This is an optimization exercise on Yosys and OpenROAD, whose aim is small area, a short achievable clock period and few clock cycles per item, not a production implementation.
The RTL was checked by simulation tests, not by an equivalence proof against the original design.
Power figures rest on the tool's default switching activity, not on a simulated workload.

Setup of oak:
## fpmul64
module fpmul64 (
    input         clk,
    input         rst,
    input         valid,
    input  [63:0] a,
    input  [63:0] b,
    output [63:0] result,
    output [2:0]  fex,
    output        done
);
    fpmul u_mul (
        .clk(clk),
        .rst(rst),
        .valid(valid),
        .a(a),
        .b(b),
        .result(result),
        .fex(fex),
        .done(done)
    );
endmodule
Settings: LEC_CHECK=0, ABC_AREA=1, CAP_MARGIN=30, CORE_MARGIN=2, CORE_UTILIZATION=40, SLEW_MARGIN=30; clock period 16.0 ns.
standard.sh (not shown) runs the stock make flow with config.mk's settings and CLKGATE_MAP_FILE= SYNTH_SCRIPT=/design/flow/synth_recipe.tcl, a recipe that flattens the netlist after the stock synthesis.
==> flow/flow/run.sh <==
#!/bin/bash
# Own layout flow.
#  1. the standard synthesis (standard.sh synth), unchanged.
#  2. flow/netopt.py: a clean-up of the synthesised netlist's combinational cells. It removes
#     the buffers ABC inserted (placement buffers nets again where the layout needs it) and most
#     of the inverters Yosys's extract_fa leaves between full adders: a full adder is self-dual
#     (FA(~a,~b,~c) = ~FA(a,b,c)) and an XOR/XNOR gate absorbs an inversion by swapping kind, so
#     some of them can work on complemented signals. Registers are not touched.
set -euo pipefail
R=orfs/results/${FLOW_PLATFORM}/fpmul64/base
bash standard.sh synth > synth.log 2>&1
cp "$R/1_2_yosys.v" 1_2_yosys.standard.v
python3 flow/netopt.py 1_2_yosys.standard.v 1_2_yosys.netopt.v > netopt.log 2>&1
cp 1_2_yosys.netopt.v "$R/1_2_yosys.v"
rm -f "$R/1_synth.odb"
bash standard.sh SETUP_SLACK_MARGIN=11.8 \
  "CTS_ARGS=-sink_clustering_enable -repair_clock_nets -sink_clustering_size 30 -sink_clustering_max_diameter 100 -dont_use_dummy_load" \
  POST_GLOBAL_ROUTE_TCL=$PWD/flow/grt_post.tcl \
  "BUFFER_PORTS_ARGS=-buffer_cell sky130_fd_sc_hd__buf_2" \
  finish > pnr.log 2>&1
==> flow/flow/grt_post.tcl <==
# After global routing and its antenna repair (POST_GLOBAL_ROUTE_TCL): the diodes load their
# nets, so buffer again any net they push over its slew or capacitance limits (with a margin
# for the detailed routing to come), and route the changed nets.
repair_design -slew_margin 30 -cap_margin 30
global_route -start_incremental
detailed_placement
global_route -end_incremental
check_placement -verbose
Other scripts of this flow, unchanged in this note and not shown: flow/flow/netopt.py
oak | stages: all done | timing, DRC, antenna: all pass
Testbench counts of oak, summed over its fixed seeds: cycles 32,032, items 32,000.
The inputs of pine differ from those of oak as listed below.
--- a/flow/flow/run.sh
+++ b/flow/flow/run.sh
@@ -14,6 +14,5 @@
 cp 1_2_yosys.netopt.v "$R/1_2_yosys.v"
 rm -f "$R/1_synth.odb"
-bash standard.sh SETUP_SLACK_MARGIN=11.8 \
-  "CTS_ARGS=-sink_clustering_enable -repair_clock_nets -sink_clustering_size 30 -sink_clustering_max_diameter 100 -dont_use_dummy_load" \
+bash standard.sh SETUP_SLACK_MARGIN=11.5 CTS_CLUSTER_SIZE=30 CTS_CLUSTER_DIAMETER=100 \
   POST_GLOBAL_ROUTE_TCL=$PWD/flow/grt_post.tcl \
   "BUFFER_PORTS_ARGS=-buffer_cell sky130_fd_sc_hd__buf_2" \
==> flow/flow/grt_post.tcl <==
# After global routing (POST_GLOBAL_ROUTE_TCL):
# 2. the diodes load their nets: buffer again any net they push over its slew or capacitance
#    limits, and route the changed nets.
repair_antennas -iterations 5 -ratio_margin 20
estimate_parasitics -global_routing
global_route -start_incremental
repair_design -slew_margin 30 -cap_margin 30
detailed_placement
global_route -end_incremental
check_placement -verbose
pine did not make it past 5_1_grt, where a tool error ended it. For number of instances in the placed design, pine and oak come out practically identical. From oak to pine the numbers moved as follows: pre-CTS setup slack went down, synthesized cell count did not really move.
For birch, these inputs were changed with respect to pine:
--- a/flow/flow/run.sh
+++ b/flow/flow/run.sh
@@ -14,5 +14,6 @@
 cp 1_2_yosys.netopt.v "$R/1_2_yosys.v"
 rm -f "$R/1_synth.odb"
-bash standard.sh SETUP_SLACK_MARGIN=11.5 CTS_CLUSTER_SIZE=30 CTS_CLUSTER_DIAMETER=100 \
+bash standard.sh SETUP_SLACK_MARGIN=11.7 \
+  "CTS_ARGS=-sink_clustering_enable -repair_clock_nets -sink_clustering_size 30 -sink_clustering_max_diameter 100 -dont_use_dummy_load" \
   POST_GLOBAL_ROUTE_TCL=$PWD/flow/grt_post.tcl \
   "BUFFER_PORTS_ARGS=-buffer_cell sky130_fd_sc_hd__buf_2" \
==> flow/flow/grt_post.tcl <==
# After global routing and its antenna repair (POST_GLOBAL_ROUTE_TCL): the diodes load their
# nets, so buffer again any net they push over its slew or capacitance limits (with a margin
# for the detailed routing to come), and route the changed nets.
repair_design -slew_margin 30 -cap_margin 30
global_route -start_incremental
detailed_placement
global_route -end_incremental
check_placement -verbose
--- a/flow/config.mk
+++ b/flow/config.mk
@@ -9,4 +9,5 @@
 export CAP_MARGIN = 30
 export CORE_MARGIN = 2
-export CORE_UTILIZATION = 40
+export CORE_UTILIZATION = 55
+export PLACE_DENSITY = 0.65
 export SLEW_MARGIN = 30
==> notes.md <==
Having completed the whole flow, birch delivered a layout that passed the timing, design-rule and antenna checks.
In the reports for birch and pine, the smaller post-CTS repair timing setup buffer count belongs to pine.
Comparing pine against birch, there is no change at all in total standard cell area after synthesis.
Re synthesized area per cell: no difference whatsoever between birch and pine.
Chip width (higher): pine
Diff pine -> birch: detailed placer's ending HPWL down 3.5%; pre-CTS setup slack up 27 ps; hold-fix buffer count after cts held steady.
The initial core utilization in birch was higher than what pine gave.
birch vs pine — final weighted congestion in routability-driven placement rose 0.69%.
NOTE: clock buffer count from CTS in birch falls short of that of pine
For number of placed instances, taps included, dividing the value from pine by the value from birch gives 1.06.

Setup of run 1:
Starting RTL as in the previous note.
clock: 16.0 ns
lec_check: 0
abc_area: 1
cap_margin: 30
core_margin: 2
core_utilization: 40
slew_margin: 30
==> flow/flow/run.sh <==
#!/bin/bash
# Own layout flow.
#  1. the standard synthesis (standard.sh synth), unchanged.
#  2. flow/netopt.py: a clean-up of the synthesised netlist's combinational cells. It removes
#     the buffers ABC inserted (placement buffers nets again where the layout needs it) and most
#     of the inverters Yosys's extract_fa leaves between full adders: a full adder is self-dual
#     (FA(~a,~b,~c) = ~FA(a,b,c)) and an XOR/XNOR gate absorbs an inversion by swapping kind, so
#     some of them can work on complemented signals. Registers are not touched.
set -euo pipefail
R=orfs/results/${FLOW_PLATFORM}/fpmul64/base
bash standard.sh synth > synth.log 2>&1
cp "$R/1_2_yosys.v" 1_2_yosys.standard.v
python3 flow/netopt.py 1_2_yosys.standard.v 1_2_yosys.netopt.v > netopt.log 2>&1
cp 1_2_yosys.netopt.v "$R/1_2_yosys.v"
rm -f "$R/1_synth.odb"
bash standard.sh SETUP_SLACK_MARGIN=11.7 CTS_CLUSTER_SIZE=30 CTS_CLUSTER_DIAMETER=100 \
  POST_GLOBAL_ROUTE_TCL=$PWD/flow/grt_post.tcl \
  "BUFFER_PORTS_ARGS=-buffer_cell sky130_fd_sc_hd__buf_2" \
  finish > pnr.log 2>&1
Other scripts of this flow, unchanged in this note and not shown: flow/flow/grt_post.tcl, flow/flow/netopt.py
Run 1 finished every stage and its layout cleared the timing, design-rule and antenna checks.
Testbench counts of run 1, summed over its fixed seeds: cycles 32,032, items 32,000.
--- input diff run 1..run 2 ---
# run 1
export LEC_CHECK = 0
export ABC_AREA = 1
export CAP_MARGIN = 30
export CORE_MARGIN = 2
export CORE_UTILIZATION = 40
export SLEW_MARGIN = 30
create_clock -name core_clock -period 16.0 [get_ports {clk}]
# run 2
export LEC_CHECK = 0
export ABC_AREA = 1
export CAP_MARGIN = 30
export CORE_MARGIN = 2
export CORE_UTILIZATION = 55
export PLACE_DENSITY = 0.65
export SLEW_MARGIN = 30
create_clock -name core_clock -period 16.0 [get_ports {clk}]
--- a/flow/flow/run.sh
+++ b/flow/flow/run.sh
@@ -16 +16,2 @@
-bash standard.sh SETUP_SLACK_MARGIN=11.7 CTS_CLUSTER_SIZE=30 CTS_CLUSTER_DIAMETER=100 \
+bash standard.sh SETUP_SLACK_MARGIN=11.8 \
+  "CTS_ARGS=-sink_clustering_enable -repair_clock_nets -sink_clustering_size 30 -sink_clustering_max_diameter 100 -dont_use_dummy_load" \
==> comparison <==
- Run 2 reports its capture point of the critical path as result[51] while run 1 reports result[60].
- Delta (run 2 minus run 1): post-route clock period utilization went down by 0.53 points; starting density of the core went up by 15 points; net switching share of the total power went up by 0.28 points; number of instances in the synthesized netlist was more or less identical.
- Least setup slack across all paths after layout for run 2: 0.085 ns up relative to run 1
- Run 2 vs. run 1: total number of vias increased by 2856 relative to the old numbers, power saw little to no change, post-synthesis to final-layout area growth went down 0.34 points.
What run 3 does differently from run 2 at the input level:
# run 2
export LEC_CHECK = 0
export ABC_AREA = 1
export CAP_MARGIN = 30
export CORE_MARGIN = 2
export CORE_UTILIZATION = 55
export PLACE_DENSITY = 0.65
export SLEW_MARGIN = 30
create_clock -name core_clock -period 16.0 [get_ports {clk}]
# run 3
export LEC_CHECK = 0
export ABC_AREA = 1
export CAP_MARGIN = 30
export CORE_MARGIN = 2
export CORE_UTILIZATION = 40
export SLEW_MARGIN = 30
create_clock -name core_clock -period 16.0 [get_ports {clk}]
--- a/flow/flow/run.sh
+++ b/flow/flow/run.sh
@@ -16 +16 @@
-bash standard.sh SETUP_SLACK_MARGIN=11.8 \
+bash standard.sh SETUP_SLACK_MARGIN=11.7 \
==> comparison <==
- Re count of inserted tapcells: run 2 was lower than run 3.
- Run 3 — fraction of layout cells with a size suffix above 1 0.90 points lower, run 2 as reference
- Delta(buffering overhead, run 3 - run 2) < 0

[what the ideal ports hide]
The results above use ideal ports. As a check the final layouts listed here were re-extracted and re-timed, cells and wires unchanged. Step 1 assumes that a clkbuf_16 drives the clock port and a buf_2 every other input. Step 2 adds t to the input delays and takes it off the output delays; t is the mean of the earliest and latest rising clock arrival at the registers after step 1. Input paths then give back, and output paths get back, about the clock's delay inside the block. a / b / c = ideal / step 1 / step 2; a / b = the first two.
| run | t (ns) | setup WS [ns] | hold WS [ns] | pins driven straight from the clock port |
|---|---|---|---|---|
| oak | 0.824 | 11.534 / 11.435 / 11.153 | 0.261 / 0.261 / 0.261 | 1 |
| birch | 0.784 | 11.466 / 11.466 / 11.073 | 0.273 / 0.273 / 0.273 | 1 |
| run 1 | 0.850 | 11.531 / 11.439 / 11.170 | 0.331 / 0.331 / 0.331 | 1 |
| run 2 | 0.775 | 11.616 / 11.527 / 11.232 | 0.319 / 0.319 / 0.319 | 1 |
| run 3 | 0.803 | 11.541 / 11.450 / 11.162 | 0.321 / 0.321 / 0.321 | 1 |
After both steps every run listed still meets setup and hold. For birch, which loses most, drivers alone change the setup slack by 0.000 ns; drivers and shift together by -0.393 ns.
